Optimization exercise on an open flow, not production practice.
RTL: at most simulated, not proved equivalent.
Function not checked: runs 1 to 3.
Power: default activity.

==> flow/design.v <==
`timescale 1ns / 1ps
module MIPS(
    input clk,
    input reset,
    input [31:0] memOutput,
    output [31:0] memDir,
    output [31:0] memDato,
    output mem_wd,
    output mem_rd
    );
  reg [31:0] fa;           
  reg [9:0]  fpc;          
  reg        mcyc;         
  reg        mlw;          
  reg [4:0]  mrt;          
  reg        wd_r;         
  reg [31:0] md;           
  reg [31:0] ir;           
  reg [9:0]  pcD;
  reg        vD, pD;       
  reg        vE;           
  reg [31:0] A, B, SD;
  reg [9:0]  pcE;
  reg [9:0]  tgtE;         
  reg [4:0]  rsE, rtE, rdE;
  reg        eR, eLw, eSw, eBeq, eBne, ePred, eSub, eBrt;
  reg [1:0]  eOp;          
  reg [31:0] rf [0:31];
  reg [31:0] valid;
  assign memDir  = fa;
  assign memDato = md;
  assign mem_wd  = wd_r;
  assign mem_rd  = ~wd_r;
  wire [32:0] sum33 = {A, 1'b1} + {B ^ {32{eSub}}, eSub};
  wire [31:0] sum   = sum33[32:1];
  reg  [31:0] alu;
  always @* begin
    case (eOp)
      2'd1: alu = A & B;
      2'd2: alu = A | B;
      2'd3: alu = ~(A | B);
      default: alu = sum;
    endcase
  end
  wire eAct   = vE & ~mcyc;
  wire eq     = (A == B);
  wire eTaken = (eBeq & eq) | (eBne & ~eq);
  wire eRedir = eAct & (eBeq | eBne) & (eTaken ^ ePred);
  wire eWr    = eAct & eR;
  wire eMem   = eAct & (eLw | eSw);
  wire [5:0] op    = ir[31:26];
  wire [4:0] rs    = ir[25:21];
  wire [4:0] rt    = ir[20:16];
  wire [4:0] rd    = ir[15:11];
  wire [5:0] funct = ir[5:0];
  wire dR   = (op == 6'h00);
  wire dLw  = (op == 6'h23);
  wire dSw  = (op == 6'h2B);
  wire dBeq = (op == 6'h04);
  wire dBne = (op == 6'h05);
  wire dSub = dR & (funct == 6'h22);
  wire dImm = dLw | dSw;
  reg [1:0] dOp;
  always @* begin
    dOp = 2'd0;
    if (dR)
      case (funct)
        6'h24: dOp = 2'd1;
        6'h25: dOp = 2'd2;
        6'h27: dOp = 2'd3;
        default: dOp = 2'd0;
      endcase
  end
  reg [31:0] selA, selB;   
  reg [4:0]  iniA, iniB;   
  reg [31:0] rfA, rfB;
  integer k;
  always @* begin
    rfA = {9'd0, iniA[4], 18'd0, iniA[3:0]};
    rfB = {9'd0, iniB[4], 18'd0, iniB[3:0]};
    for (k = 0; k < 32; k = k + 1) begin
      rfA = rfA | ({32{selA[k]}} & rf[k]);
      rfB = rfB | ({32{selB[k]}} & rf[k]);
    end
  end
  wire [31:0] srcA = (eWr && rdE == rs) ? alu : rfA;
  wire [31:0] srcB = (eWr && rdE == rt) ? alu : rfB;
  wire [31:0] immx = {{16{ir[15]}}, ir[15:0]};
  wire [31:0] nB   = dImm ? immx : srcB;
  wire dAct   = vD & ~mcyc & ~eRedir;
  wire [9:0] dFall = pcD + 10'd1;
  wire [9:0] dTgt  = dFall + ir[9:0];
  wire [5:0] fop  = memOutput[31:26];
  wire fJ    = (fop == 6'h02);
  wire fBr   = (fop == 6'h04) | (fop == 6'h05);
  wire fPred = fJ | (fBr & memOutput[15]) | (fop == 6'h05);
  wire [9:0] fTgt = fJ ? memOutput[9:0] : fpc + 10'd1 + memOutput[9:0];
  wire [9:0] sidx = fa[11:2];
  wire hitE = vE & (sidx == pcE);
  wire hitD = vD & (sidx == pcD);
  wire        rfWe = (mcyc & mlw) | eWr;
  wire [4:0]  rfWa = mcyc ? mrt : rdE;
  wire [31:0] rfWd = mcyc ? memOutput : alu;
  always @(posedge clk) begin
    if (rfWe) rf[rfWa] <= rfWd;
  end
  wire [31:0] wdec  = rfWe ? (32'd1 << rfWa) : 32'd0;
  wire [31:0] vNext = valid | wdec;
  always @(posedge clk or posedge reset) begin
    if (reset) valid <= 32'd0;
    else valid <= vNext;
  end
  function [4:0] ini(input [4:0] i, input v);
    ini = v ? 5'd0 : ((i < 5'd14) ? {1'b0, i[3:0]} : {(i == 5'd14), 4'd0});
  endfunction
  wire [4:0] nRs = mcyc ? rs : memOutput[25:21];
  wire [4:0] nRt = mcyc ? rt : memOutput[20:16];
  always @(posedge clk) begin
    selA <= (32'd1 << nRs) & vNext;
    selB <= (32'd1 << nRt) & vNext;
    iniA <= ini(nRs, vNext[nRs]);
    iniB <= ini(nRt, vNext[nRt]);
  end
  reg [9:0] fpcN;
  always @* begin
    if (mcyc) begin
      if (~mlw & hitE)      fpcN = pcE;
      else if (~mlw & hitD) fpcN = pcD;
      else                  fpcN = fpc;
    end
    else if (eRedir) fpcN = tgtE;
    else if (fPred)  fpcN = fTgt;
    else             fpcN = fpc + 10'd1;
  end
  always @(posedge clk or posedge reset) begin
    if (reset) begin
      fpc  <= 10'd0;
      fa[11:2] <= 10'd0;
      mcyc <= 1'b0;
      wd_r <= 1'b0;
      vD   <= 1'b0;
      vE   <= 1'b0;
    end else begin
      fpc <= fpcN;
      fa[11:2] <= eMem ? alu[11:2] : fpcN;
      if (mcyc) begin
        mcyc <= 1'b0;
        wd_r <= 1'b0;
        if (~mlw & hitE) vE <= 1'b0;
        if (~mlw & (hitE | hitD)) vD <= 1'b0;
      end else begin
        mcyc <= eMem;
        wd_r <= eMem & eSw;
        vE   <= dAct;
        vD   <= ~eRedir;
      end
    end
  end
  always @(posedge clk) begin
    fa[31:12] <= alu[31:12];
    fa[1:0]   <= alu[1:0];
    md        <= SD;
    if (mcyc) begin
      if (mlw) begin
        if (rsE == mrt) A <= memOutput;
        if (eBrt && rtE == mrt) B <= memOutput;
        if (rtE == mrt) SD <= memOutput;
      end
    end else begin
      if (eMem) begin
        mlw <= eLw;
        mrt <= rtE;
      end
      ir    <= memOutput;
      pcD   <= fpc;
      pD    <= fPred;
      A     <= srcA;
      B     <= nB;
      SD    <= srcB;
      pcE   <= pcD;
      tgtE  <= pD ? dFall : dTgt;
      rsE   <= rs;
      rtE   <= rt;
      rdE   <= rd;
      eR    <= dR;
      eLw   <= dLw;
      eSw   <= dSw;
      eBeq  <= dBeq;
      eBne  <= dBne;
      ePred <= pD;
      eSub  <= dSub;
      eBrt  <= ~dImm;
      eOp   <= dOp;
    end
  end
endmodule
==> flow/run.sh <==
#!/bin/bash
# synth_recipe.tcl (not shown) runs the flow's synth.tcl, then flattens the netlist and writes it again
# the make line also repeats each setting of config.mk as NAME=value (left out here)
make -C /OpenROAD-flow-scripts/flow DESIGN_CONFIG=/design/flow/config.mk WORK_HOME=/design/flow/orfs CLKGATE_MAP_FILE= SYNTH_SCRIPT=/design/flow/synth_recipe.tcl finish
==> flow/config.mk <==
export PLATFORM = sky130hd
export DESIGN_NAME = MIPS
export DESIGN_NICKNAME = MIPS
export VERILOG_FILES = /design/flow/design.v
export SDC_FILE = /design/flow/constraint.sdc
export NUM_CORES = 4
export LEC_CHECK = 0
export CAP_MARGIN = 20
export CELL_PAD_IN_SITES_DETAIL_PLACEMENT = 1
export CELL_PAD_IN_SITES_GLOBAL_PLACEMENT = 2
export CORE_MARGIN = 2
export CORE_UTILIZATION = 32
export PLACE_DENSITY = 0.55
export SETUP_SLACK_MARGIN = 4.0
export SLEW_MARGIN = 20
==> flow/constraint.sdc <==
create_clock -name core_clock -period 7.5 [get_ports {clk}]
set_input_delay 1.5000 -clock core_clock [delete_from_list [all_inputs] [get_ports {clk}]]
set_output_delay 1.5000 -clock core_clock [all_outputs]
set_load 0.01 [all_outputs]
==> results of run 1 <==
## logic make-up after synthesis
logic type,synth area share (%)
mux,1.331
flops,65.35
fa+ha+maj,2.391
xor+xnor,1.671
simple gates,7.758
compound gates,18.77
buf+inv,2.723
## synthesized netlist by cell type (38+ instances only)
library cell,count,share of area [%]
mux2i_1,56,0.91
nor3_1,94,0.76
inv_1,150,0.91
nor2_1,147,0.89
a21oi_1,103,0.83
o21ai_0,155,1.3
ha_1,115,2.3
nor4_1,38,0.38
xnor2_1,57,0.81
nand4_1,183,1.9
a22o_1,225,3.2
nand3_1,98,0.79
a22oi_1,572,6.9
buf_1,65,0.39
xor2_1,61,0.86
nand2_1,200,1.2
a221oi_1,224,3.2
clkbuf_1,211,1.3
dfxtp_1,128,4.1
edfxtp_1,1214,59
dfrtp_1,56,2.3
## layer usage
layer	track usage [%]	routed length [um]	vias up
met1	46.70	141200	27527
met5	0	187	-
li1	-	-	19881
met4	17.01	20760	28
met2	54.41	160800	4174
met3	11.28	47590	1079
## through the flow
step	area, um2	setup WS (ps)	hold WS (ps)	utilization (%)	total power [mW]
after CTS	75860	3557	343.8	39.43	30.31
after global routing	78550	3461	346.7	40.83	33.49
final	78580	3545	340.6	40.84	32.67
after global placement	67150	2686	324.3	34.90	20.03
after detailed placement	67210	2650	328.6	34.93	20.11
after floorplan	62080	3989	323.3	-	15.77
## flip-flops by register name, summed over array words and instances (netlist names), 10 cells and up
signal  cells
B          32
valid      32
tgtE       10
SD         32
pcE        10
selA       32
fpc        10
rf       1024
ir         32
selB       32
fa         32
pcD        10
A          32
md         32
## repair_timing
item                       4_1_cts  5_1_grt
hold endpoints to repair         0        0
gates resized for setup        348      252
buffers inserted               144       69
setup endpoints to repair     1675     1104
cloned                          24       38
pin swaps                       87      107
## power by group through the flow
stage                     Clock [mW]  Sequential [mW]  Combinational (mW)
final                           8.15             11.9                12.6
after global routing            8.47             12.0                13.0
after CTS                       8.22             11.9                10.2
after detailed placement           0             12.1                8.01
after global placement             0             12.1                7.94
after floorplan                    0             11.7                4.09
## layout make-up
class                           instances  area (um2)
Inverter                              150       588.1
Tap cell                             2526        3161
Clock buffer                          214        4516
Clock inverter                         83       835.8
Timing Repair Buffer                  542        5958
Fill cell                           19392      113800
Multi-Input combinational cell       2813       22980
Antenna cell                           13       32.53
Sequential cell                      1398       40510
## worst min-delay path by stage
stage / end / slack [ps] / cells past startpoint
6_report: md[0] / 340 / 0
5_1_grt: md[10] / 350 / 0
4_1_cts: md[0] / 340 / 0
3_5_place_dp: md[16] / 330 / 0
3_3_place_gp: md[22] / 320 / 0
2_1_floorplan: md[0] / 320 / 0
==> key figures, run 1 <==
Timing
  – F_max: around 0.25 GHz
  – Clock Skew: around 33 ps
  – Slew @ Worst Pin: 1401 ps
  – Fin crit period: 3955 ps
  – Period utilization: 52.73%
  – RSZ-0062 raised after global routing: true
  – Max_slew headroom: under 10%
  – Final Hold Fails: 0
  – Final Max Slew Viols: 0
  – Fin Setup TNS: 0 ps
  – Final setup viols: 0

Detailed routing
  – Routed vias/inst: approximately 7
  – Post-DR wirelength/cell: 47.89 um
  – Antenna-violating nets left: 0
  – Vias: 52689
  – Initial detailed-routing violation count: 8942
  – DRC: 0
  – Final wirelength: 370600 um
  – Detailed-router iteration count before antenna repair: 6

Worst setup path
  – Critical-path cell list: buf_12, buf_12, xor2_1, ha_1, and3_4, buf_6, buf_6, a221oi_4, a21oi_4, buf_12, a211oi_4, buf_4, mux2_4, a221oi_4, buf_6, o21a_4
  – CP Capture Type: flip-flop
  – Worst reg2reg path depth: 16
  – Slowest-stage cell, CP: edfxtp_1
  – RR Startpoint: eSub
  – Worst path bufs/invs: 7
  – Required @ worst endpoint: 8130 ps
  – Critical path's top delay family: compound AO/OA/AOI/OAI gates
  – Slowest cell delay on critical path: 430 ps
  – R2R setup slack: 3540 ps
  – CP Capture Point: rf[31][20]
  – CP arrival: ~4600 ps
  – R2r endpoint: rf[31][20]
  – Setup CP Type: flip-flop to flip-flop
  – CP max FO: 8
  – Crit. path cell count: 16
  – Crit path from: eSub
  – Worst setup SP type: flip-flop

Pwr
  – Sw Pwr: around 12 mW
  – Switching part of the total: 37.46%
  – Clock share of power: 24.9%
  – Logic pwr share: 38.6%
  – Leak Pwr: 27.00 nW
  – Flop pwr share: 36.4%
  – Worst VDD drop: 0.0002782 V
  – Cell-internal power: approximately 20 mW
  – Cell Pwr Density: 415.8 mW/mm2

Synthesis
  – Number of synthesized flops with an enable pin: 1214
  – Async set-reset flop share out of synthesis: ~4.0%
  – #FFs+latches synth: 1398
  – Post-Syn Nets: 4766
  – Post-synth top flop: edfxtp_1
  – Gate Count Post-Synth: 4615
  – Register area share after synthesis: 65.35%
  – Synth warnings: 1
  – Synth Area per Inst: 13.40 um2
  – Netlist Area Pre-Place: 0.06185 mm2
  – Yosys cell types: 88

Hold path
  – Min-delay src: SD[0]
  – HP Class: flip-flop to flip-flop

Placed design
  – Detailed placement HPWL: 214100 um
  – Routability cong.: about 0.9
  – Dpl cells: 7153
  – IO buf count: 99

Clock network
  – Clk pin slew, worst setup/hold paths: 60 ps
  – CTS Buf Count: 159
  – CTS tree: built
  – TritonCTS Sinks: 1398
  – Root Driver: clkbuf_16
  – Clock latency on the worst-skew pair: 850 ps
  – H-tree depth: 4
  – Clock buffer depth: 3
  – Hold-fix buffers at CTS: 0

Outcome
  – Outcome: timing/DRC/antenna clean

GRT
  – Pin count of the biggest net entering global routing: 105
  – Global route overflow: 0
  – Vias in the first global route: 50451
  – Initial antenna violation count: 29
  – First-pass GRT wire length: 476700 um
  – Overall Global Routing Usage: a little over a third

Floorplanning
  – Die Ht: 443.6 um
  – Core area: ~0.19 mm2
  – Chip width: 443.6 um
  – Die ar.: 0.1968 mm2
  – I/O Pins: 100
  – Initial Utilization: 32.15%
  – Site Rows: 161

Cells and area
  – Nets: 5215
  – Commonest cells after routing, fill and taps aside: edfxtp_1, a22oi_1, buf_4
  – Post-Layout Cell Count: around 7700
  – Area Overhead vs Synth: 27.05%
  – Commonest non-fill, non-tap cell in the layout: edfxtp_1
  – Layout cell share with drive strength beyond 1: 22.69%

Job
  – Maxcap violations: 0
==> inputs of run 2 (changes only) <==
--- a/flow/config.mk
+++ b/flow/config.mk
@@ -13,3 +13,3 @@
 export PLACE_DENSITY = 0.55
-export SETUP_SLACK_MARGIN = 4.0
+export SETUP_SLACK_MARGIN = 4.6
 export SLEW_MARGIN = 20
==> key figures, run 2 <==
Cells and area
  – Commonest non-fill, non-tap cell in the layout: edfxtp_1
  – FILL cells: 19203
  – Max reg flops: between 1000 and 1500
  – Commonest cells after routing, fill and taps aside: edfxtp_1, a22oi_1, buf_4
  – Layout cell share with drive strength beyond 1: 28.37%
  – Nets: 5337
  – Area Overhead vs Synth: 30.72%
  – Top reg by flops: rf

Synthesis
  – Synth warnings: 1
  – Top-count cell post-synth: edfxtp_1
  – Post-Syn Nets: 4766
  – Number of synthesized flops with an enable pin: 1214
  – Synth cell count leaders: edfxtp_1, a22oi_1, a22o_1
  – Yosys cell types: a little under 90
  – Post-synth top area cell: edfxtp_1
  – Register area share after synthesis: between 60% and 70%
  – Netlist Area Pre-Place: 0.06185 mm2
  – Async set-reset flop share out of synthesis: 4.006%
  – Gate Count Post-Synth: between 4000 and 5000
  – #FFs+latches synth: roughly 1400
  – Top cell type's share of synthesized area: approximately three fifths
  – Synth Area per Inst: 13.40 um2
  – Post-synth top flop: edfxtp_1
  – Area contributors post-synth: edfxtp_1, a22oi_1, dfxtp_1, a22o_1, a221oi_1

Timing
  – Final Max Slew Viols: 0
  – Final Hold Fails: 0
  – Max_slew headroom: 13.62%
  – Slew @ Worst Pin: 1286 ps
  – F_max: 0.2644 GHz
  – Clock Skew: 29.14 ps
  – Period utilization: about half
  – Final setup viols: 0
  – Fin Setup TNS: 0 ps
  – RSZ-0062 raised after global routing: true
  – Fin crit period: 3783 ps
  – Worst Slack Setup Final: between 3000 and 4000 ps

Floorplanning
  – Core area: 0.1924 mm2
  – I/O Pins: 100
  – Die ar.: 0.1968 mm2
  – Initial Utilization: 32.15%
  – Die Ht: 443.6 um
  – Site Rows: 161
  – Chip width: 443.6 um

Clock network
  – Clk pin slew, worst setup/hold paths: 60 ps
  – TritonCTS Sinks: roughly 1400
  – Root Driver: clkbuf_16
  – H-tree depth: 4
  – CTS tree: built
  – Clock buffer depth: 3
  – CTS Buf Count: 162
  – Clock latency on the worst-skew pair: 850 ps

Job
  – Maxcap violations: 0

GRT
  – Overall Global Routing Usage: between 30% and 40%
  – Pin count of the biggest net entering global routing: around 70
  – Vias in the first global route: around 52000
  – Initial antenna violation count: 26
  – Global route overflow: 0
  – First-pass GRT wire length: 488300 um

Pwr
  – Cell Pwr Density: 419.7 mW/mm2
  – Worst VDD drop: 0.0002756 V
  – Leak Pwr: 27.81 nW

Hold path
  – Worst hold stages: 0
  – Hold Crit Endpoint: md[11]
  – Min-delay src: SD[11]
  – HP Class: flip-flop to flip-flop

Detailed routing
  – Final wirelength: approximately 380000 um
  – Detailed-router iteration count before antenna repair: 6
  – Initial detailed-routing violation count: 8870
  – Met2 Routed Length: 161200 um
  – Met1 WL: 143700 um
  – Antenna-violating nets left: 0
  – DR top layer: met5
  – Post-DR wirelength/cell: 47.78 um
  – DRC: 0
  – WL met3: 46160 um
  – Vias: approximately 53000
  – Routed vias/inst: between 6 and 7

Outcome
  – Outcome: timing/DRC/antenna clean

Worst setup path
  – Worst path bufs/invs: 6
  – CP Capture Type: flip-flop
  – CP arrival: 4290 ps
  – Worst setup SP type: flip-flop
  – RR Startpoint: eSub
  – R2r endpoint: rf[17][13]
  – CP max FO: 8
  – Worst reg2reg path depth: 16
  – Setup CP Type: flip-flop to flip-flop
  – Slowest-stage cell, CP: a2111oi_4
  – Most frequent CP cell: buf_12
  – Critical-path cell list: buf_6, buf_12, xor2_2, ha_1, a21o_1, buf_4, a22o_4, a22o_4, or2_4, a2111oi_4, a211oi_4, buf_12, buf_12, nand2_8, buf_12, nand2_8
  – Critical path's top delay family: compound AO/OA/AOI/OAI gates
  – Required @ worst endpoint: 8010 ps
  – Slowest cell delay on critical path: approximately 400 ps
  – R2R setup slack: roughly 3700 ps
  – Crit. path cell count: 16

Placed design
  – Routability cong.: approximately 0.89
  – Pre-CTS setup slack: 2693 ps
  – IO buf count: 99
  – Detailed placement HPWL: 213500 um
==> run 2: cell counts after synthesis <==
Identical to the previous run, type by type.
==> run 2: kinds of logic (layout without fill, tap and decap cells) <==
| group | count (synthesis) | count (layout) | share of synthesized area [%] |
|---|---|---|---|
| flip-flops | 1398 | 1398 | 65.35 |
| adder cells (fa/ha/maj) | 117 | 117 | 2.391 |
| buffers and inverters | 440 | 1092 | 2.723 |
| other | 0 | 18 | 0 |
| XOR/XNOR | 118 | 118 | 1.671 |
| multiplexers | 79 | 79 | 1.331 |
| AO/OA/AOI/OAI | 1539 | 1575 | 18.77 |
| AND/OR/NAND/NOR | 924 | 933 | 7.758 |
==> run 2: area by class of cell <==
| class | count | area (um2) | area share, % |
|---|---|---|---|
| sequential | 1398 | 40550 | 50.15 |
| multi-input combinational | 2822 | 24420 | 30.21 |
| timing repair buffer | 652 | 6952 | 8.599 |
| clock buffer | 214 | 4393 | 5.434 |
| tap | 2526 | 3161 | 3.909 |
| clock inverter | 76 | 700.7 | 0.8667 |
| inverter | 150 | 626.9 | 0.7754 |
| antenna | 18 | 45.04 | 0.05571 |
==> run 2: metrics by stage <==
step                      cell area [um2]  util [%]  total power [mW]  cells  hold WS (ps)
after floorplan                     62800         -             16.09   4615         323.3
after global placement              67580     35.13             20.08   7148         324.9
after detailed placement            67650     35.16             20.17   7150         327.9
after CTS                           78190     40.64             32.04   7716         335.1
after global routing                80820     42.01             34.76   7844         352.4
final                               80850     42.02             33.93   7856         336.7
==> run 2: metal layers <==
metal | up-vias | global-route usage [%]
met4 | 14 | 20.31
met1 | 27941 | 47.77
li1 | 20124 | -
met3 | 1131 | 11.51
met2 | 4092 | 54.93
met5 | - | 0
==> run 2: where the power goes <==
group / total [mW] / leakage, nW / internal, mW / switching [mW]
clock: 7.93 / 2.48 / 4.52 / 3.41
combinational: 14.2 / 12.2 / 5.54 / 8.62
sequential: 11.8 / 13.2 / 11.1 / 0.796
==> run 2: repair_timing <==
| item | 4_1_cts | 5_1_grt |
|---|---|---|
| hold endpoints to repair | 0 | 0 |
| endpoints found under the setup margin | 2316 | 1326 |
| gates cloned | 55 | 14 |
| pin swaps | 135 | 121 |
| resized for setup | 787 | 311 |
| buffers inserted | 221 | 107 |
| hold buffers | 0 | 0 |
==> run 2: worst max path at each step <==
stage	startpoint	end
finish	eSub	rf[17][13]
global route	eSub	rf[27][25]
CTS	eSub	rf[8][29]
detailed placement	eSub	rf[29][17]
global placement	eSub	rf[3][17]
floorplan	eSub	rf[0][21]
==> run 2: worst reg2reg max path, delay by kind of cell (launching register included) <==
kind,cells,cell delay [ps]
buf+inv,6,920
xor+xnor,1,140
fa+ha+maj,1,330
simple gates,3,510
flops,1,370
compound gates,5,1200
==> inputs of run 3 (changes only) <==
--- a/flow/design.v
+++ b/flow/design.v
@@ -21,3 +21,3 @@
   reg        vE;           
-  reg [31:0] A, B, SD;
+  reg [31:0] A, B, SD;     
   reg [9:0]  pcE;
@@ -25,4 +25,6 @@
   reg [4:0]  rsE, rtE, rdE;
+  reg        eSkip1;
   reg        eR, eLw, eSw, eBeq, eBne, ePred, eSub, eBrt;
   reg [1:0]  eOp;          
+  reg        eAdd;         
   reg [31:0] rf [0:31];
@@ -33,13 +35,14 @@
   assign mem_rd  = ~wd_r;
-  wire [32:0] sum33 = {A, 1'b1} + {B ^ {32{eSub}}, eSub};
+  wire [32:0] sum33 = {A, 1'b1} + {B, eSub};
   wire [31:0] sum   = sum33[32:1];
-  reg  [31:0] alu;
+  reg  [31:0] logic_r;
   always @* begin
     case (eOp)
-      2'd1: alu = A & B;
-      2'd2: alu = A | B;
-      2'd3: alu = ~(A | B);
-      default: alu = sum;
+      2'd1: logic_r = A & B;
+      2'd2: logic_r = A | B;
+      2'd3: logic_r = ~(A | B);
+      default: logic_r = 32'd0;
     endcase
   end
+  wire [31:0] alu = (sum & {32{eAdd}}) | logic_r;
   wire eAct   = vE & ~mcyc;
@@ -47,3 +50,4 @@
   wire eTaken = (eBeq & eq) | (eBne & ~eq);
-  wire eRedir = eAct & (eBeq | eBne) & (eTaken ^ ePred);
+  wire eKill  = eAct & (eBeq | eBne) & eTaken & ~ePred & eSkip1 & vD & ~pD;
+  wire eRedir = eAct & (eBeq | eBne) & (eTaken ^ ePred) & ~eKill;
   wire eWr    = eAct & eR;
@@ -88,3 +92,3 @@
   wire [31:0] immx = {{16{ir[15]}}, ir[15:0]};
-  wire [31:0] nB   = dImm ? immx : srcB;
+  wire [31:0] nB   = dImm ? immx : (srcB ^ {32{dSub}});
   wire dAct   = vD & ~mcyc & ~eRedir;
@@ -95,3 +99,4 @@
   wire fBr   = (fop == 6'h04) | (fop == 6'h05);
-  wire fPred = fJ | (fBr & memOutput[15]) | (fop == 6'h05);
+  wire fSkip1 = (memOutput[15:0] == 16'd1);
+  wire fPred = fJ | (fBr & memOutput[15]) | ((fop == 6'h05) & ~fSkip1);
   wire [9:0] fTgt = fJ ? memOutput[9:0] : fpc + 10'd1 + memOutput[9:0];
@@ -102,8 +107,12 @@
   wire [4:0]  rfWa = mcyc ? mrt : rdE;
-  wire [31:0] rfWd = mcyc ? memOutput : alu;
-  always @(posedge clk) begin
-    if (rfWe) rf[rfWa] <= rfWd;
-  end
+  wire [31:0] wOther = mcyc ? memOutput : logic_r;
+  wire [31:0] rfWd   = (sum & {32{~mcyc & eAdd}}) | wOther;
   wire [31:0] wdec  = rfWe ? (32'd1 << rfWa) : 32'd0;
   wire [31:0] vNext = valid | wdec;
+  wire [31:0] wkeep = ~wdec;
+  integer w;
+  always @(posedge clk) begin
+    for (w = 0; w < 32; w = w + 1)
+      rf[w] <= (rfWd & {32{wdec[w]}}) | (rf[w] & {32{wkeep[w]}});
+  end
   always @(posedge clk or posedge reset) begin
@@ -144,3 +153,3 @@
       fpc <= fpcN;
-      fa[11:2] <= eMem ? alu[11:2] : fpcN;
+      fa[11:2] <= eMem ? sum[11:2] : fpcN;
       if (mcyc) begin
@@ -153,3 +162,3 @@
         wd_r <= eMem & eSw;
-        vE   <= dAct;
+        vE   <= dAct & ~eKill;
         vD   <= ~eRedir;
@@ -159,4 +168,4 @@
   always @(posedge clk) begin
-    fa[31:12] <= alu[31:12];
-    fa[1:0]   <= alu[1:0];
+    fa[31:12] <= sum[31:12];
+    fa[1:0]   <= sum[1:0];
     md        <= SD;
@@ -165,3 +174,3 @@
         if (rsE == mrt) A <= memOutput;
-        if (eBrt && rtE == mrt) B <= memOutput;
+        if (eBrt && rtE == mrt) B <= memOutput ^ {32{eSub}};
         if (rtE == mrt) SD <= memOutput;
@@ -190,2 +199,3 @@
       ePred <= pD;
+      eSkip1 <= (ir[15:0] == 16'd1);
       eSub  <= dSub;
@@ -193,2 +203,3 @@
       eOp   <= dOp;
+      eAdd  <= (dOp == 2'd0);
     end
--- a/flow/config.mk
+++ b/flow/config.mk
@@ -13,3 +13,3 @@
 export PLACE_DENSITY = 0.55
-export SETUP_SLACK_MARGIN = 4.6
+export SETUP_SLACK_MARGIN = 4.2
 export SLEW_MARGIN = 20
==> key figures, run 3 <==
Floorplanning
  – Core area: 0.1924 mm2
  – Chip width: 443.8 um
  – I/O Pins: 100
  – Die Ht: 443.8 um
  – Die ar.: just under 0.2 mm2
  – Site Rows: 161
  – Initial Utilization: 32.17%

Clock network
  – Clock buffer depth: 3
  – Hold-fix buffers at CTS: 0
  – Clk pin slew, worst setup/hold paths: 60 ps
  – CTS Buf Count: 162
  – Clock latency on the worst-skew pair: about 840 ps
  – CTS tree: built
  – H-tree depth: 4
  – Root Driver: clkbuf_16
  – TritonCTS Sinks: 1400

GRT
  – First-pass GRT wire length: 462100 um
  – Vias in the first global route: slightly below 50000
  – Initial antenna violation count: 24
  – Overall Global Routing Usage: between 30% and 40%
  – Pin count of the biggest net entering global routing: 63
  – Global route overflow: 0

Pwr
  – Clock share of power: between 20% and 30%
  – Cell Pwr Density: 392.1 mW/mm2
  – Leak Pwr: between 20 and 30 nW
  – Logic pwr share: 32.7%
  – Sw Pwr: 10.83 mW
  – Worst VDD drop: 0.0002670 V
  – Flop pwr share: roughly two fifths
  – Cell-internal power: 18.78 mW
  – Switching part of the total: 36.57%

Placed design
  – IO buf count: 99
  – Pre-CTS setup slack: ~2600 ps
  – Detailed placement HPWL: 207200 um
  – Routability cong.: 0.8883

Worst setup path
  – Worst setup SP type: flip-flop
  – Required @ worst endpoint: 8100 ps
  – CP arrival: 4060 ps
  – CP max FO: 13
  – CP Capture Type: flip-flop
  – Setup CP Type: flip-flop to flip-flop

Timing
  – Worst Slack Setup Final: 4044 ps
  – F_max: 0.2894 GHz
  – Fin Setup TNS: 0 ps
  – RSZ-0062 raised after global routing: true
  – Final Max Slew Viols: 0
  – Fin crit period: 3456 ps
  – Worst hold slack: 338.8 ps
  – Max_slew headroom: 17.04%
  – Period utilization: 46.08%
  – Clock Skew: 31.98 ps
  – Final Hold Fails: 0
  – Slew @ Worst Pin: 1244 ps
  – Final setup viols: 0

Cells and area
  – Layout cell share with drive strength beyond 1: around a fifth
  – Sequential Area: 0.04058 mm2
  – Area Overhead vs Synth: 22.02%
  – Commonest non-fill, non-tap cell in the layout: edfxtp_1
  – Commonest cells after routing, fill and taps aside: edfxtp_1, a22oi_1, buf_4
  – FILL cells: between 15000 and 20000
  – Nets: 5020
  – Multi-input gate area: 0.02200 mm2

Synthesis
  – Gate Count Post-Synth: 4585
  – Yosys cell types: 102
  – Synth Area per Inst: 13.50 um2
  – Synth warnings: 2
  – Top-count cell post-synth: edfxtp_1
  – #FFs+latches synth: 1400
  – Post-Syn Nets: 4706
  – Async set-reset flop share out of synthesis: 4.000%
  – Post-synth top flop: edfxtp_1
  – Netlist Area Pre-Place: 0.06190 mm2
  – Register area share after synthesis: 65.40%
  – Area contributors post-synth: edfxtp_1, a22oi_1, dfxtp_1, a221oi_1, a22o_1
  – Top cell type's share of synthesized area: 58.99%
  – Number of synthesized flops with an enable pin: 1216
  – Post-synth top area cell: edfxtp_1
  – Synth cell count leaders: edfxtp_1, a22oi_1, clkbuf_1

Detailed routing
  – Routed vias/inst: 6.779
  – Detailed-router iteration count before antenna repair: 9
  – Post-DR wirelength/cell: between 40 and 50 um
  – Vias: about 50000
  – DRC: 0
  – Antenna-violating nets left: 0
  – Final wirelength: 357000 um
  – Initial detailed-routing violation count: 8437

Job
  – Maxcap violations: 0

Hold path
  – HP Class: flip-flop to flip-flop

Outcome
  – Outcome: timing/DRC/antenna clean
[run 3: cell types whose count changed after synthesis, moves of 19 or more]
cell      before  now
inv_1        150  129
o211ai_1      26    5
mux2_2        22   59
buf_1         65   35
a22oi_1      572  594
xnor2_1       57   99
or4_1         29   10
ha_1         115   84
nand3_1       98  120
[run 3: kinds of logic (layout without fill, tap and decap cells)]
| kind of cell | count (synthesis) | after routing | share of synthesized area (%) |
|---|---|---|---|
| AOI/OAI and AO/OA | 1516 | 1519 | 18.59 |
| DFF | 1400 | 1400 | 65.40 |
| and+or+nand+nor | 887 | 892 | 7.374 |
| buffers and inverters | 428 | 853 | 2.693 |
| xor gates and xnor gates | 152 | 152 | 2.151 |
| muxes | 115 | 132 | 1.999 |
| adders and majority gates | 87 | 87 | 1.795 |
| other | 0 | 13 | 0 |
[run 3: area by class of cell]
class | count | area share, %
flip-flops and latches | 1400 | 53.73
multi-input cells | 2782 | 29.12
clock buffers | 214 | 5.833
repair buffers | 419 | 5.268
well taps | 2526 | 4.185
clock inverters | 86 | 1.123
inverters | 134 | 0.6892
diodes | 13 | 0.04307
[run 3: repair_timing]
item / in CTS / in global routing
setup endpoints to repair: 2001 / 955
pin swaps: 42 / 58
resized for setup: 251 / 194
gates cloned: 15 / 17
buffers inserted: 71 / 55
[run 3: worst paths after layout]
kind / start / cells past startpoint / slack (ps) / endpoint
hold reg to reg: SD[30] / 0 / 340 / md[30]
min in group asynchronous: reset / 3 / 1050 / valid[5]
hold / removal: SD[30] / 0 / 340 / md[30]
setup reg to reg: selA[15] / 8 / 4040 / A[9]
max in group asynchronous: reset / 4 / 5770 / fpc[0]
setup / recovery: selA[15] / 8 / 4040 / A[9]
[run 3: per-stage QoR]
stage                     area [um2]  instances  total power, mW  util [%]
after floorplan                62030       4585            15.73         -
after global placement         66740       7100            19.65     34.69
after detailed placement       66770       7102            19.70     34.71
after CTS                      73870       7488            28.65     38.40
after global routing           75510       7569            30.46     39.25
final                          75520       7574            29.61     39.26
[run 3: critical path, cell delays in order, from the launching register on]
cell and delay (ps):
dfxtp_2 990, buf_4 520, buf_4 400, a22oi_1 180
nand3_1 190, nor4_2 80, nand2_1 330, o21ai_0 140
o21ai_0 360
[run 3: layer usage]
metal / part of all wire (%) / GRT usage (%) / up-vias
met1: 38 / 45.10 / 26928
met4: 5.6 / 16.65 / 10
met3: 12 / 10.25 / 1029
li1: - / - / 19400
met2: 44 / 53.09 / 3974
met5: 0.081 / 0 / -
[run 3: power by group through the flow]
stage	clock network [mW]	registers, mW	logic [mW]
5_1_grt	8.44	11.9	10.1
6_report	8.11	11.8	9.68
3_5_place_dp	0	12.0	7.69
2_1_floorplan	0	11.6	4.11
3_3_place_gp	0	12.0	7.64
4_1_cts	8.16	11.8	8.67
==> inputs of run 4 (changes only) <==
--- a/flow/design.v
+++ b/flow/design.v
@@ -109,10 +109,7 @@
   wire [31:0] rfWd   = (sum & {32{~mcyc & eAdd}}) | wOther;
+  always @(posedge clk) begin
+    if (rfWe) rf[rfWa] <= rfWd;
+  end
   wire [31:0] wdec  = rfWe ? (32'd1 << rfWa) : 32'd0;
   wire [31:0] vNext = valid | wdec;
-  wire [31:0] wkeep = ~wdec;
-  integer w;
-  always @(posedge clk) begin
-    for (w = 0; w < 32; w = w + 1)
-      rf[w] <= (rfWd & {32{wdec[w]}}) | (rf[w] & {32{wkeep[w]}});
-  end
   always @(posedge clk or posedge reset) begin
--- a/flow/config.mk
+++ b/flow/config.mk
@@ -7,2 +7,3 @@
 export LEC_CHECK = 0
+export ABC_CLOCK_PERIOD_IN_PS = 2500
 export CAP_MARGIN = 20
==> key figures, run 4 <==
Outcome
  – Outcome: timing/DRC/antenna clean

GRT
  – Overall Global Routing Usage: 34.60%
  – Pin count of the biggest net entering global routing: 75
  – Vias in the first global route: 49130
  – First-pass GRT wire length: 460200 um
  – Global route overflow: 0
  – Initial antenna violation count: 22

Synthesis
  – Area contributors post-synth: edfxtp_1, a22oi_1, dfxtp_1, a221oi_1, a22o_1
  – Yosys cell types: 96
  – Number of synthesized flops with an enable pin: roughly 1200
  – Synth warnings: 1
  – Post-synth top flop: edfxtp_1
  – Post-Syn Nets: between 4000 and 5000
  – Async set-reset flop share out of synthesis: 4.000%
  – #FFs+latches synth: 1400
  – Top-count cell post-synth: edfxtp_1
  – Netlist Area Pre-Place: 0.06185 mm2
  – Synth Area per Inst: about 14 um2
  – Synth cell count leaders: edfxtp_1, a22oi_1, a221oi_1
  – Gate Count Post-Synth: about 4600
  – Top cell type's share of synthesized area: roughly three fifths
  – Post-synth top area cell: edfxtp_1
  – Register area share after synthesis: 65.45%

Detailed routing
  – Routed vias/inst: 6.742
  – Post-DR wirelength/cell: 47.02 um
  – Initial detailed-routing violation count: 7697
  – Final wirelength: 356100 um
  – Detailed-router iteration count before antenna repair: 9
  – DRC: 0
  – Antenna-violating nets left: 0
  – Vias: between 50000 and 60000

Worst setup path
  – R2R setup slack: 4050 ps
  – Worst setup SP type: flip-flop
  – Setup CP Type: flip-flop to flip-flop
  – CP Capture Type: flip-flop
  – R2r endpoint: rf[19][31]
  – Worst reg2reg path depth: 12
  – CP arrival: about 4000 ps
  – RR Startpoint: A[0]
  – CP max FO: 8
  – Worst path bufs/invs: 3
  – Critical-path cell list: buf_6, fa_2, a211oi_4, nor3_4, o211ai_1, nand3_2, a221oi_4, xnor2_4, a221oi_4, buf_6, a21oi_4, clkbuf_16
  – Required @ worst endpoint: between 8000 and 9000 ps
  – Critical path's top delay family: compound AO/OA/AOI/OAI gates
  – Slowest cell delay on critical path: 420 ps
  – Slowest-stage cell, CP: edfxtp_1

Hold path
  – Worst hold stages: 0
  – Min-delay src: SD[27]
  – Hold Crit Endpoint: md[27]
  – HP Class: flip-flop to flip-flop

Floorplanning
  – I/O Pins: 100
  – Chip width: 443.6 um
  – Core area: 0.1924 mm2
  – Die Ht: ~440 um
  – Initial Utilization: 32.15%
  – Die ar.: 0.1968 mm2
  – Site Rows: 161

Timing
  – Slew @ Worst Pin: approximately 1200 ps
  – Fin crit period: 3452 ps
  – Worst Slack Setup Final: between 4000 and 5000 ps
  – Final Hold Fails: 0
  – Final Max Slew Viols: 0
  – Max_slew headroom: 17.65%
  – Final setup viols: 0
  – F_max: 0.2897 GHz
  – Fin Setup TNS: 0 ps
  – RSZ-0062 raised after global routing: true
  – Clock Skew: 40.58 ps
  – Period utilization: 46.02%

Cells and area
  – Commonest cells after routing, fill and taps aside: edfxtp_1, a22oi_1, buf_4
  – Commonest non-fill, non-tap cell in the layout: edfxtp_1
  – Max reg flops: 1024
  – Nets: 5026
  – Finished Cell Area: 0.07590 mm2
  – Area Overhead vs Synth: 22.72%
  – Top reg by flops: rf
  – FILL cells: 19559
  – Final core occ: 39.45%
  – Layout cell share with drive strength beyond 1: roughly a fifth

Clock network
  – Hold-fix buffers at CTS: 0
  – Root Driver: clkbuf_16
  – TritonCTS Sinks: 1400
  – Clk pin slew, worst setup/hold paths: about 60 ps
  – Clock buffer depth: 3
  – Clock latency on the worst-skew pair: 850 ps
  – CTS tree: built
  – CTS Buf Count: 160
  – H-tree depth: 4

Placed design
  – Detailed placement HPWL: 209100 um
  – Routability cong.: about 0.89
  – IO buf count: slightly below 100
  – Pre-CTS setup slack: 2566 ps
  – Dpl cell area: 0.06700 mm2

Pwr
  – Logic pwr share: between 30% and 40%
  – Sw Pwr: 11.17 mW
  – Leak Pwr: 25.90 nW
  – Flop pwr share: roughly two fifths
  – Worst VDD drop: 0.0002664 V
  – Tot Pwr: 30.31 mW
  – Clock share of power: 26.7%
  – Cell Pwr Density: 399.4 mW/mm2
  – Switching part of the total: 36.84%
  – Cell-internal power: 19.14 mW

Job
  – Maxcap violations: 0
==> run 4: area by class of cell <==
class                      instances  area (um2)  share of cell area [%]
sequential                      1400       40590                   53.48
multi-input combinational       2774       22130                   29.15
clock buffer                     222        4476                   5.897
timing repair buffer             435        4217                   5.556
tap                             2526        3161                   4.164
clock inverter                    76       794.5                   1.047
inverter                         134       516.7                  0.6808
antenna                            5       12.51                 0.01649
==> run 4: cell families after synthesis <==
kind of cell | after synthesis | share of synthesized area [%]
adder cells (fa/ha/maj) | 87 | 1.797
AO/OA/AOI/OAI | 1498 | 18.35
multiplexers | 123 | 2.155
buffers and inverters | 425 | 2.834
XOR/XNOR | 146 | 2.092
AND/OR/NAND/NOR | 900 | 7.320
flip-flops | 1400 | 65.45
==> run 4: stage by stage <==
step / hold slack [ps] / instances
6_report: 338.4 / 7572
3_3_place_gp: 323.8 / 7115
2_1_floorplan: 323.3 / 4579
4_1_cts: 340.4 / 7496
3_5_place_dp: 327.9 / 7117
5_1_grt: 347.2 / 7568
==> run 4: repair_timing <==
| action | in CTS | in global routing |
|---|---|---|
| setup endpoints to repair | 1979 | 898 |
| cloned | 8 | 22 |
| gates resized for setup | 296 | 214 |
| setup buffers | 73 | 49 |
| pin swaps | 52 | 60 |
| hold endpoints to repair | 0 | 0 |
==> run 4: power by group through the flow <==
stage               Clock (mW)  Sequential (mW)  Combinational (mW)
floorplan                    0             11.7                4.22
global placement             0             12.1                7.99
detailed placement           0             12.1                8.02
CTS                       8.17             11.9                9.06
global route              8.42             11.9                10.8
finish                    8.09             11.9                10.4
==> run 4: worst max path at each step <==
stage / startpoint / endpoint / depth (start not counted)
after CTS: A[0] / rf[11][31] / 12
after global placement: memOutput[11] / fa[11] / 10
after global routing: A[0] / rf[19][31] / 12
after floorplan: memOutput[1] / fa[11] / 10
after detailed placement: memOutput[11] / fa[4] / 11
final: A[0] / rf[19][31] / 12
==> run 4: routing by layer <==
layer | track usage, % | part of all wire, %
met1 | 44.40 | 38
met2 | 54.21 | 45
met3 | 9.668 | 11
met4 | 15.78 | 5.6
met5 | 0 | 0.038
Testbench counts of run 4, summed over its fixed seeds: cycles 56,325.
==> inputs of run 5 (changes only) <==
--- a/flow/config.mk
+++ b/flow/config.mk
@@ -7,3 +7,2 @@
 export LEC_CHECK = 0
-export ABC_CLOCK_PERIOD_IN_PS = 2500
 export CAP_MARGIN = 20
@@ -12,4 +11,7 @@
 export CORE_MARGIN = 2
-export CORE_UTILIZATION = 32
-export PLACE_DENSITY = 0.55
+export CORE_UTILIZATION = 45
+export CTS_BUF_LIST = sky130_fd_sc_hd__clkbuf_16
+export CTS_CLUSTER_DIAMETER = 70
+export CTS_CLUSTER_SIZE = 24
+export PLACE_DENSITY = 0.65
 export SETUP_SLACK_MARGIN = 4.2
==> key figures, run 5 <==
Hold path
  – Worst hold stages: 0
  – HP Class: flip-flop to flip-flop

Pwr
  – Worst VDD drop: 0.0002641 V
  – Sw Pwr: approximately 11 mW
  – Cell-internal power: about 18 mW
  – Tot Pwr: 28.72 mW
  – Flop pwr share: 41.2%
  – Leak Pwr: ~25 nW
  – Clock share of power: 22.6%
  – Switching part of the total: 38.35%
  – Logic pwr share: 36.2%
  – Cell Pwr Density: 389.5 mW/mm2

Clock network
  – Root Driver: clkbuf_16
  – Hold-fix buffers at CTS: 0
  – TritonCTS Sinks: 1400
  – Clk pin slew, worst setup/hold paths: 90 ps
  – Clock buffer depth: 3
  – H-tree depth: 3
  – CTS tree: built
  – CTS Buf Count: 107
  – Clock latency on the worst-skew pair: 810 ps

Detailed routing
  – Antenna-violating nets left: 0
  – Vias: 51897
  – DRC: 0
  – Post-DR wirelength/cell: 48.45 um
  – Final wirelength: 327000 um
  – Initial detailed-routing violation count: 8805
  – Detailed-router iteration count before antenna repair: 7
  – Routed vias/inst: 7.688

Worst setup path
  – Crit. path cell count: 4
  – Worst path bufs/invs: 1
  – Worst setup SP type: input pin
  – CP Capture Type: flip-flop
  – Worst reg2reg path depth: 12
  – Slowest cell delay on critical path: 1060 ps
  – CP max FO: 9
  – Slowest-stage cell, CP: clkdlybuf4s50_1
  – CP arrival: 4270 ps
  – Setup CP Type: input pin to flip-flop
  – Critical path's top delay family: buffers and inverters
  – Critical-path cell list: clkdlybuf4s50_1, mux2i_1, nand3_1, nor4_1
  – Required @ worst endpoint: about 8200 ps

Synthesis
  – Top-count cell post-synth: edfxtp_1
  – Synth cell count leaders: edfxtp_1, a22oi_1, a221oi_1
  – Synth warnings: 1
  – Post-synth top flop: edfxtp_1
  – Number of synthesized flops with an enable pin: roughly 1200
  – Netlist Area Pre-Place: between 0.06 and 0.07 mm2
  – Area contributors post-synth: edfxtp_1, a22oi_1, dfxtp_1, a221oi_1, a22o_1
  – #FFs+latches synth: 1400
  – Post-synth top area cell: edfxtp_1
  – Gate Count Post-Synth: 4579
  – Async set-reset flop share out of synthesis: 4.000%
  – Top cell type's share of synthesized area: 59.04%
  – Yosys cell types: 96
  – Post-Syn Nets: 4700
  – Synth Area per Inst: 13.51 um2
  – Register area share after synthesis: between 60% and 70%

Cells and area
  – Area Overhead vs Synth: 19.21%
  – Commonest non-fill, non-tap cell in the layout: edfxtp_1
  – Layout cell share with drive strength beyond 1: approximately a fifth
  – Top reg by flops: rf
  – Nets: 4970
  – Commonest cells after routing, fill and taps aside: edfxtp_1, a22oi_1, buf_4
  – FILL cells: 13214
  – Max reg flops: 1024

Floorplanning
  – Die Ht: 374.7 um
  – Chip width: 374.7 um
  – I/O Pins: 100
  – Site Rows: between 100 and 150
  – Die ar.: 0.1404 mm2
  – Initial Utilization: between 40% and 50%
  – Core area: 0.1370 mm2

GRT
  – Pin count of the biggest net entering global routing: 67
  – Initial antenna violation count: 18
  – Global route overflow: 0
  – Overall Global Routing Usage: 44.34%
  – First-pass GRT wire length: 424200 um
  – Vias in the first global route: approximately 48000

Placed design
  – Routability cong.: 0.9002
  – IO buf count: 99
  – Detailed placement HPWL: 185400 um

Timing
  – Final Hold Fails: 0
  – Fin Setup TNS: 0 ps
  – Clock Skew: 84.43 ps
  – Period utilization: 47.73%
  – Final setup viols: 0
  – Worst hold slack: 330.5 ps
  – RSZ-0062 raised after global routing: true
  – Final Max Slew Viols: 0
  – Slew @ Worst Pin: 1263 ps
  – F_max: 0.2793 GHz
  – Fin crit period: about 3600 ps
  – Max_slew headroom: 15.81%

Outcome
  – Outcome: timing/DRC/antenna clean

Job
  – Maxcap violations: 0
## run 5: cell counts after synthesis
No cell type changed its count.
## run 5: path summary, 6_finish.rpt
kind                               start        end  slack [ps]
min in group asynchronous          reset  valid[13]        1320
hold / removal                    SD[31]     md[31]         330
hold reg to reg                   SD[31]     md[31]         330
setup / recovery           memOutput[25]    iniA[1]        3920
max in group asynchronous          reset      fa[6]        5550
setup reg to reg                    B[0]      B[14]        3980
## run 5: metrics by stage
step	setup WS, ps	area (um2)	cells	util, %
detailed placement	2450	65800	6364	48.03
floorplan	3973	62030	4579	-
CTS	3966	71460	6631	52.17
finish	3920	73720	6750	53.82
global placement	2422	65790	6364	48.03
global route	3914	73690	6737	53.80
## run 5: layout make-up
class | count | area (um2) | area share [%]
flip-flops and latches | 1400 | 40580 | 55.04
multi-input cells | 2775 | 22210 | 30.13
well taps | 1794 | 2245 | 3.045
clock inverters | 89 | 1159 | 1.572
clock buffers | 111 | 2778 | 3.768
inverters | 134 | 514.2 | 0.6975
diodes | 16 | 40.04 | 0.05431
repair buffers | 431 | 4199 | 5.696
## run 5: logic make-up (layout without fill, tap and decap cells)
family          count (synthesis)  in the layout  share of synthesized area, %
compound gates               1498           1499                         18.35
xor+xnor                      146            146                         2.092
fa+ha+maj                      87             87                         1.797
buf+inv                       425            765                         2.834
flops                        1400           1400                         65.45
mux                           123            143                         2.155
other cells                     0             16                             0
simple gates                  900            900                         7.320
## run 5: routing by layer
layer / track usage (%) / vias to the layer above / share of wire (%)
li1: - / 19228 / -
met1: 56.99 / 26599 / 35
met2: 66.53 / 4783 / 43
met5: 0 / - / 0.080
met3: 13.89 / 1271 / 15
met4: 24.95 / 16 / 7.2
## run 5: repair_timing
action	CTS	global route
gates resized for setup	268	272
setup buffers	61	72
endpoints found under the hold margin	0	0
gates cloned	6	31
endpoints found under the setup margin	1376	865
pin swaps	49	99
## run 5: power groups by stage
stage / Sequential (mW) / Combinational, mW / Clock, mW
6_report: 11.8 / 10.4 / 6.49
5_1_grt: 11.9 / 10.7 / 6.74
3_5_place_dp: 12.0 / 7.74 / 0
2_1_floorplan: 11.7 / 4.22 / 0
3_3_place_gp: 12.0 / 7.65 / 0
4_1_cts: 11.8 / 8.63 / 6.51
==> inputs of run 6 (changes only) <==
--- a/flow/config.mk
+++ b/flow/config.mk
@@ -16,3 +16,3 @@
 export PLACE_DENSITY = 0.65
-export SETUP_SLACK_MARGIN = 4.2
+export SETUP_SLACK_MARGIN = 4.6
 export SLEW_MARGIN = 20
==> key figures, run 6 <==
Floorplanning
  – Die ar.: 0.1404 mm2
  – Initial Utilization: 45.15%
  – Die Ht: 374.7 um
  – I/O Pins: 100
  – Core area: 0.1370 mm2
  – Site Rows: 136
  – Chip width: approximately 370 um

Timing
  – Fin Setup TNS: 0 ps
  – Fin crit period: about 3500 ps
  – Worst hold slack: 340.1 ps
  – Final Max Slew Viols: 0
  – Max_slew headroom: 15.78%
  – Period utilization: 46.87%
  – Clock Skew: 61.82 ps
  – Slew @ Worst Pin: 1263 ps
  – RSZ-0062 raised after global routing: true
  – Final setup viols: 0
  – F_max: 0.2845 GHz
  – Final Hold Fails: 0

Synthesis
  – Post-Syn Nets: 4700
  – Post-synth top flop: edfxtp_1
  – Synth warnings: 1
  – Gate Count Post-Synth: 4579
  – Top-count cell post-synth: edfxtp_1
  – Synth cell count leaders: edfxtp_1, a22oi_1, a221oi_1
  – Async set-reset flop share out of synthesis: 4.000%
  – Top cell type's share of synthesized area: 59.04%
  – Number of synthesized flops with an enable pin: 1216
  – Register area share after synthesis: 65.45%
  – Yosys cell types: 96
  – Post-synth top area cell: edfxtp_1
  – Netlist Area Pre-Place: 0.06185 mm2
  – Synth Area per Inst: roughly 14 um2
  – Area contributors post-synth: edfxtp_1, a22oi_1, dfxtp_1, a221oi_1, a22o_1
  – #FFs+latches synth: 1400

Hold path
  – Hold Crit Endpoint: md[5]
  – HP Class: flip-flop to flip-flop
  – Min-delay src: SD[5]
  – Worst hold stages: 0

Placed design
  – Detailed placement HPWL: 185100 um
  – Routability cong.: 0.9049
  – IO buf count: between 90 and 100
  – Dpl cells: 6347

Detailed routing
  – Routed vias/inst: just under 8
  – Final wirelength: ~350000 um
  – Antenna-violating nets left: 0
  – DRC: 0
  – Post-DR wirelength/cell: roughly 50 um
  – Detailed-router iteration count before antenna repair: 8
  – Vias: 54829
  – Initial detailed-routing violation count: 9944

GRT
  – Overall Global Routing Usage: about half
  – Vias in the first global route: between 50000 and 60000
  – Global route overflow: 0
  – First-pass GRT wire length: 460800 um
  – Initial antenna violation count: 27
  – Pin count of the biggest net entering global routing: 86

Clock network
  – H-tree depth: 3
  – TritonCTS Sinks: 1400
  – CTS tree: built
  – Clk pin slew, worst setup/hold paths: 90 ps
  – Clock latency on the worst-skew pair: 800 ps
  – Root Driver: clkbuf_16
  – Clock buffer depth: 3
  – CTS Buf Count: 104
  – Hold-fix buffers at CTS: 0

Worst setup path
  – RR Startpoint: A[0]
  – Worst setup SP type: flip-flop
  – Worst reg2reg path depth: 16
  – CP arrival: 4020 ps
  – Setup CP Type: flip-flop to flip-flop
  – CP Capture Type: flip-flop
  – R2r endpoint: B[12]
  – CP max FO: 5
  – R2R setup slack: 3980 ps
  – Crit path from: A[0]
  – Required @ worst endpoint: ~8000 ps

Pwr
  – Worst VDD drop: 0.0003410 V
  – Cell Pwr Density: 396.7 mW/mm2
  – Leak Pwr: 27.16 nW
  – Tot Pwr: between 30 and 40 mW

Cells and area
  – Area Overhead vs Synth: 26.32%
  – Commonest cells after routing, fill and taps aside: edfxtp_1, a22oi_1, buf_4
  – Layout cell share with drive strength beyond 1: 28.25%
  – FILL cells: 12926
  – Nets: 5215
  – Top reg by flops: rf
  – Post-Layout Cell Count: 6988
  – Max reg flops: 1024
  – Commonest non-fill, non-tap cell in the layout: edfxtp_1

Outcome
  – Outcome: timing/DRC/antenna clean

Job
  – Maxcap violations: 0
[run 6: layer usage]
layer  track usage (%)  share of wire [%]
met2             68.34                 40
met4             32.01                9.0
met3             21.08                 17
met5            0.1029              0.096
met1             59.95                 34
[run 6: worst max-delay path, cell delays in order, from the launching register on]
cell and delay [ps]:
edfxtp_1 440, inv_2 70, ha_4 270, a21o_1 130, nand4_1 100, buf_6 160
buf_4 130, buf_6 120, a21o_4 210, a211oi_4 310, buf_4 180, nor3_1 60
o31ai_2 250, buf_6 260, o21ai_4 100, mux2i_1 140, a311o_1 290
[run 6: through the flow]
stage                     utilization [%]  worst slack, ps  area, um2
after floorplan                         -             3974      62440
after global placement              48.12             2691      65910
after detailed placement            48.15             2661      65950
after CTS                           55.49             4047      76010
after global routing                57.01             3923      78090
final                               57.03             3985      78120
[run 6: cell type report]
cell class | instances | area [um2] | share of cell area, %
tap | 1794 | 2245 | 2.873
clock inverter | 87 | 1105 | 1.414
timing repair buffer | 626 | 6510 | 8.333
inverter | 134 | 539.3 | 0.6903
multi-input combinational | 2828 | 24390 | 31.22
clock buffer | 107 | 2678 | 3.427
sequential | 1400 | 40630 | 52.00
antenna | 12 | 30.03 | 0.03844
[run 6: worst max path at each step]
stage	endpoint	slack, ps	cells after the start
global route	B[12]	3920	16
global placement	fa[11]	2690	10
detailed placement	fa[11]	2660	10
floorplan	fa[11]	3970	10
finish	B[12]	3980	16
CTS	B[31]	4050	12
[run 6: kinds of logic after synthesis]
kind of cell / after synthesis / share of synthesized area (%)
flip-flops: 1400 / 65.45
adder cells (fa/ha/maj): 87 / 1.797
AO/OA/AOI/OAI: 1498 / 18.35
XOR/XNOR: 146 / 2.092
AND/OR/NAND/NOR: 900 / 7.320
multiplexers: 123 / 2.155
buffers and inverters: 425 / 2.834
[run 6: power breakdown]
| part | total [mW] | switching, mW | internal (mW) |
|---|---|---|---|
| Combinational | 12.7 | 7.98 | 4.77 |
| Clock | 6.39 | 3.39 | 2.99 |
| Sequential | 11.9 | 0.827 | 11.0 |
| Total | 31.0 | 12.2 | 18.8 |
[run 6: what timing repair did]
item,CTS,global route
endpoints found under the setup margin,2221,1300
buffers inserted,233,112
pin swaps,200,112
cloned,79,11
resized for setup,909,251
==> inputs of run 7 (changes only) <==
--- a/flow/config.mk
+++ b/flow/config.mk
@@ -13,6 +13,6 @@
 export CTS_BUF_LIST = sky130_fd_sc_hd__clkbuf_16
-export CTS_CLUSTER_DIAMETER = 70
-export CTS_CLUSTER_SIZE = 24
+export CTS_CLUSTER_DIAMETER = 50
+export CTS_CLUSTER_SIZE = 30
 export PLACE_DENSITY = 0.65
-export SETUP_SLACK_MARGIN = 4.6
+export SETUP_SLACK_MARGIN = 4.2
 export SLEW_MARGIN = 20
==> key figures, run 7 <==
Outcome
  – Outcome: timing/DRC/antenna clean

Cells and area
  – Finished Cell Area: between 0.07 and 0.08 mm2
  – Sequential Area: 0.04057 mm2
  – Max reg flops: 1024
  – FILL cells: 13192
  – Commonest non-fill, non-tap cell in the layout: edfxtp_1
  – Post-Layout Cell Count: between 6000 and 7000
  – Area Overhead vs Synth: 20.44%
  – Multi-input gate area: 0.02170 mm2
  – Layout cell share with drive strength beyond 1: 20.90%
  – Nets: 4994
  – Top reg by flops: rf
  – Commonest cells after routing, fill and taps aside: edfxtp_1, a22oi_1, buf_4
  – Final core occ: 54.38%

Clock network
  – H-tree depth: 4
  – Clock buffer depth: 3
  – TritonCTS Sinks: 1400
  – Clock latency on the worst-skew pair: 820 ps
  – Root Driver: clkbuf_16
  – CTS Buf Count: 154
  – Hold-fix buffers at CTS: 0
  – Clk pin slew, worst setup/hold paths: ~60 ps
  – CTS tree: built

Placed design
  – IO buf count: 99
  – Detailed placement HPWL: between 150000 and 200000 um
  – Dpl cells: approximately 6400
  – Pre-CTS setup slack: 2450 ps
  – Routability cong.: about 0.9
  – Dpl cell area: 0.06580 mm2

Hold path
  – HP Class: flip-flop to flip-flop

Detailed routing
  – Post-DR wirelength/cell: between 40 and 50 um
  – DRC: 0
  – Final wirelength: roughly 320000 um
  – Detailed-router iteration count before antenna repair: 7
  – Initial detailed-routing violation count: 9206
  – Routed vias/inst: between 7 and 8
  – Vias: 51826
  – Antenna-violating nets left: 0

Synthesis
  – Async set-reset flop share out of synthesis: 4.000%
  – Top-count cell post-synth: edfxtp_1
  – Synth Area per Inst: 13.51 um2
  – Post-synth top flop: edfxtp_1
  – Register area share after synthesis: approximately 65%
  – Area contributors post-synth: edfxtp_1, a22oi_1, dfxtp_1, a221oi_1, a22o_1
  – Gate Count Post-Synth: 4579
  – Yosys cell types: 96
  – Number of synthesized flops with an enable pin: 1216
  – #FFs+latches synth: between 1000 and 1500
  – Synth warnings: 1
  – Top cell type's share of synthesized area: 59.04%
  – Synth cell count leaders: edfxtp_1, a22oi_1, a221oi_1
  – Netlist Area Pre-Place: approximately 0.06 mm2
  – Post-Syn Nets: between 4000 and 5000
  – Post-synth top area cell: edfxtp_1

Job
  – Maxcap violations: 0

Timing
  – F_max: 0.2787 GHz
  – RSZ-0062 raised after global routing: true
  – Clock Skew: 49.11 ps
  – Fin crit period: 3588 ps
  – Max_slew headroom: 15.75%
  – Worst hold slack: 334.7 ps
  – Slew @ Worst Pin: around 1300 ps
  – Final setup viols: 0
  – Final Hold Fails: 0
  – Period utilization: 47.84%
  – Final Max Slew Viols: 0
  – Worst Slack Setup Final: 3912 ps
  – Fin Setup TNS: 0 ps

Worst setup path
  – CP arrival: about 4300 ps
  – Slowest cell delay on critical path: ~460 ps
  – CP Capture Type: flip-flop
  – Critical path's top delay family: compound AO/OA/AOI/OAI gates
  – Slowest-stage cell, CP: edfxtp_1
  – CP max FO: 8
  – Setup CP Type: flip-flop to flip-flop
  – Worst path bufs/invs: 4
  – Critical-path cell list: fa_2, a211oi_4, nor3_4, buf_12, o211ai_1, nand3_2, a221oi_4, xnor2_2, a221oi_2, buf_4, a21oi_4, buf_6, buf_16
  – Required @ worst endpoint: 8180 ps
  – Worst setup SP type: flip-flop

Pwr
  – Tot Pwr: 29.85 mW
  – Worst VDD drop: around 0.00025 V
  – Leak Pwr: 25.76 nW
  – Cell Pwr Density: 400.8 mW/mm2

GRT
  – Vias in the first global route: approximately 49000
  – Pin count of the biggest net entering global routing: 68
  – First-pass GRT wire length: around 430000 um
  – Initial antenna violation count: 15
  – Overall Global Routing Usage: 44.86%
  – Global route overflow: 0

Floorplanning
  – Core area: 0.1370 mm2
  – Chip width: 374.7 um
  – Die ar.: 0.1404 mm2
  – Die Ht: 374.7 um
  – Initial Utilization: 45.15%
  – I/O Pins: 100
  – Site Rows: roughly 140
-- run 7: cell types whose count changed in the layout (fill, tap and decap cells not counted), moves of 26 or more --
cell             before  now
buf_12               55   29
buf_4               319  258
buf_6               131   19
clkbuf_16           111  171
clkdlybuf4s50_1      10   75
dlygate4sd2_1        47   13
mux2_4               88   26
o21ai_0              81  123
-- run 7: kinds of logic (layout without fill, tap and decap cells) --
group	count (synthesis)	after routing	share of synthesized area, %
adder cells (fa/ha/maj)	87	87	1.797
XOR/XNOR	146	146	2.092
multiplexers	123	131	2.155
AND/OR/NAND/NOR	900	900	7.320
flip-flops	1400	1400	65.45
AO/OA/AOI/OAI	1498	1499	18.35
other	0	9	0
buffers and inverters	425	842	2.834
-- run 7: final timing paths --
kind	start	to	slack (ps)	cells past startpoint
worst max-delay path	eSub	rf[29][31]	3910	13
worst min-delay path	SD[4]	md[4]	330	0
worst max register to register	eSub	rf[29][31]	3910	13
worst min register to register	SD[4]	md[4]	330	0
max in group asynchronous	reset	mcyc	5550	3
min in group asynchronous	reset	fa[3]	1300	3
-- run 7: area by class of cell --
class	count	area share (%)
timing repair buffer	420	5.437
antenna	9	0.03023
clock inverter	124	1.725
sequential	1400	54.47
clock buffer	164	5.509
multi-input combinational	2763	29.13
inverter	134	0.6870
tap	1794	3.013
-- run 7: metal layers --
| layer | wire length (um) | vias up | part of all wire [%] | global-route usage (%) |
|---|---|---|---|---|
| met5 | 340 | - | 0.10 | 0.4803 |
| met4 | 24140 | 16 | 7.4 | 26.27 |
| met3 | 46260 | 1261 | 14 | 15.85 |
| met2 | 138500 | 4614 | 43 | 66.37 |
| met1 | 115500 | 26607 | 36 | 56.84 |
| li1 | - | 19328 | - | - |
-- run 7: repair_timing --
| action | CTS | global route |
|---|---|---|
| resized for setup | 272 | 177 |
| gates cloned | 11 | 11 |
| pin swaps | 50 | 62 |
| setup endpoints to repair | 1375 | 894 |
| setup buffers | 66 | 59 |
-- run 7: where the power goes --
group,leakage (nW),switching [mW],internal (mW)
Clock,2.66,3.62,4.45
Combinational,9.99,6.57,3.39
Sequential,13.1,0.772,11.1
==> inputs of run 8 (changes only) <==
==> flow/config.mk (replaced) <==
export PLATFORM = sky130hd
export DESIGN_NAME = MIPS
export DESIGN_NICKNAME = MIPS
export VERILOG_FILES = /design/flow/design.v
export SDC_FILE = /design/flow/constraint.sdc
export NUM_CORES = 4
export LEC_CHECK = 0
export CAP_MARGIN = 20
export CELL_PAD_IN_SITES_DETAIL_PLACEMENT = 0
export CELL_PAD_IN_SITES_GLOBAL_PLACEMENT = 1
export CORE_MARGIN = 2
export CORE_UTILIZATION = 60
export PLACE_DENSITY = 0.75
export SETUP_SLACK_MARGIN = 4.2
export SLEW_MARGIN = 20
==> key figures, run 8 <==
Placed design
  – Pre-CTS setup slack: 2262 ps
  – Detailed placement HPWL: 151100 um
  – Routability cong.: 0.9620
  – IO buf count: just under 100

Synthesis
  – Number of synthesized flops with an enable pin: 1216
  – Gate Count Post-Synth: 4579
  – Top cell type's share of synthesized area: between 50% and 60%
  – Synthesized-area fraction occupied by xor and xnor cells: 2.092%
  – Mux cell area share after synthesis: between 2 and 2.5%
  – Main combinational cell family by area after synthesis: compound AO/OA/AOI/OAI gates
  – Post-synth top flop: edfxtp_1
  – Synth Area in Simple Gates: 7.320%
  – Register area share after synthesis: 65.45%
  – Yosys cell types: 96
  – Synth cell count leaders: edfxtp_1, a22oi_1, a221oi_1
  – #FFs+latches synth: 1400
  – Top-count cell post-synth: edfxtp_1
  – Post-synth top area cell: edfxtp_1
  – Post-Syn Nets: 4700
  – Netlist Area Pre-Place: 0.06185 mm2
  – Synth Area per Inst: 13.51 um2
  – Synth Area in Compound Gates: 18.35%
  – Synth warnings: 1
  – Area contributors post-synth: edfxtp_1, a22oi_1, dfxtp_1, a221oi_1, a22o_1
  – Post-Synth Adder-Cell Area: 1.797%
  – Async set-reset flop share out of synthesis: 4.000%

Worst setup path
  – Required @ worst endpoint: 8170 ps
  – Critical-path cell list: clkdlybuf4s50_1, mux2i_1, nand3_1, nor3_1
  – Setup CP Type: input pin to flip-flop
  – Slowest-stage cell, CP: mux2i_1
  – Worst setup SP type: input pin
  – R2r endpoint: B[16]
  – Worst reg2reg path depth: 9
  – CP arrival: 4160 ps
  – RR Startpoint: selB[19]
  – Slowest cell delay on critical path: 1000 ps
  – CP Capture Type: flip-flop
  – CP max FO: 9
  – R2R setup slack: 4060 ps

Job
  – Maxcap violations: 0

GRT
  – Pin count of the biggest net entering global routing: 140
  – Initial antenna violation count: 14
  – Overall Global Routing Usage: 52.03%
  – Vias in the first global route: 48084
  – First-pass GRT wire length: 378700 um
  – Global route overflow: 0

Floorplanning
  – Core area: 0.1020 mm2
  – Initial Utilization: 60.61%
  – I/O Pins: 100
  – Die ar.: 0.1057 mm2
  – Chip width: 325.1 um
  – Die Ht: 325.1 um
  – Site Rows: roughly 120

Timing
  – Fin Setup TNS: 0 ps
  – F_max: about 0.29 GHz
  – Final Hold Fails: 0
  – Final Max Slew Viols: 0
  – Slew @ Worst Pin: 1310 ps
  – Clock Skew: 39.46 ps
  – Period utilization: 46.57%
  – Final setup viols: 0
  – Worst Slack Setup Final: 4007 ps
  – Fin crit period: 3493 ps
  – Max_slew headroom: 12.67%
  – RSZ-0062 raised after global routing: true

Detailed routing
  – Post-DR wirelength/cell: 45.46 um
  – Detailed-router iteration count before antenna repair: 11
  – Antenna-violating nets left: 0
  – DRC: 0
  – Initial detailed-routing violation count: between 10000 and 15000
  – Vias: 52110
  – Final wirelength: ~290000 um
  – Routed vias/inst: 8.311

Cells and area
  – FILL cells: 7071
  – Commonest non-fill, non-tap cell in the layout: edfxtp_1
  – Max reg flops: 1024
  – Top reg by flops: rf
  – Layout cell share with drive strength beyond 1: between 10% and 20%
  – Area Overhead vs Synth: 16.64%
  – Commonest cells after routing, fill and taps aside: edfxtp_1, a22oi_1, a221oi_1
  – Nets: 4902

Clock network
  – CTS Buf Count: 143
  – Root Driver: clkbuf_16
  – H-tree depth: 4
  – TritonCTS Sinks: 1400
  – CTS tree: built
  – Clk pin slew, worst setup/hold paths: 60 ps
  – Clock latency on the worst-skew pair: 810 ps
  – Clock buffer depth: 3
  – Hold-fix buffers at CTS: 0

Pwr
  – Tot Pwr: 28.29 mW
  – Worst VDD drop: 0.0002935 V
  – Leak Pwr: 24.82 nW
  – Cell Pwr Density: just under 400 mW/mm2

Hold path
  – HP Class: flip-flop to flip-flop
  – Hold Crit Endpoint: md[24]
  – Min-delay src: SD[24]
  – Worst hold stages: 0

Outcome
  – Outcome: timing/DRC/antenna clean
run 8: cell type report:
cell class / instances / area (um2) / area share [%]
inverters: 134 / 509.2 / 0.7059
diodes: 8 / 20.02 / 0.02775
clock inverters: 75 / 759.5 / 1.053
clock buffers: 183 / 3885 / 5.386
multi-input cells: 2767 / 21480 / 29.77
flip-flops and latches: 1400 / 40590 / 56.26
repair buffers: 335 / 3187 / 4.418
well taps: 1368 / 1712 / 2.373
run 8: cell families (layout without fill, tap and decap cells):
logic type / Yosys count / count (layout)
flops: 1400 / 1400
fa+ha+maj: 87 / 87
mux: 123 / 131
compound gates: 1498 / 1502
simple gates: 900 / 901
buf+inv: 425 / 727
other cells: 0 / 8
xor+xnor: 146 / 146
run 8: worst max path at each step:
stage	startpoint	end	slack (ps)
5_1_grt	B[0]	B[31]	4000
3_3_place_gp	memOutput[1]	fa[11]	2280
2_1_floorplan	memOutput[1]	fa[11]	3970
4_1_cts	A[0]	B[6]	4090
3_5_place_dp	memOutput[1]	fa[4]	2260
6_report	memOutput[18]	selB[1]	4010
run 8: timing repair:
item                       in CTS  in global routing
gates resized for setup       162                201
cloned                          6                 12
setup endpoints to repair    1003                838
setup buffers                  26                 53
pin swaps                      23                 66
run 8: layer usage:
metal  GRT usage, %  part of all wire (%)  up-vias
met4          37.34                   9.8       32
met1          62.39                    31    24845
met2          71.37                    40     6154
met3          27.51                    19     1956
met5         0.9058                  0.24        -
li1               -                     -    19123
run 8: critical path: cells and delay by family:
family / cells / cell delay [ps]
mux: 1 / 1000
buf+inv: 1 / 970
simple gates: 2 / 690
run 8: per-stage QoR:
step,std cells,instance area (um2),hold WS (ps),util [%]
6_report,6270,72140,334.2,70.70
5_1_grt,6262,72120,341.1,70.68
4_1_cts,6196,70550,332.4,69.14
3_5_place_dp,5906,64970,326.9,63.68
3_3_place_gp,5906,64960,323.5,63.66
2_1_floorplan,4579,62030,323.3,-
run 8: power by group:
part,internal (mW),switching [mW]
Combinational,3.07,6.18
Clock,4.09,3.14
Sequential,11.1,0.750
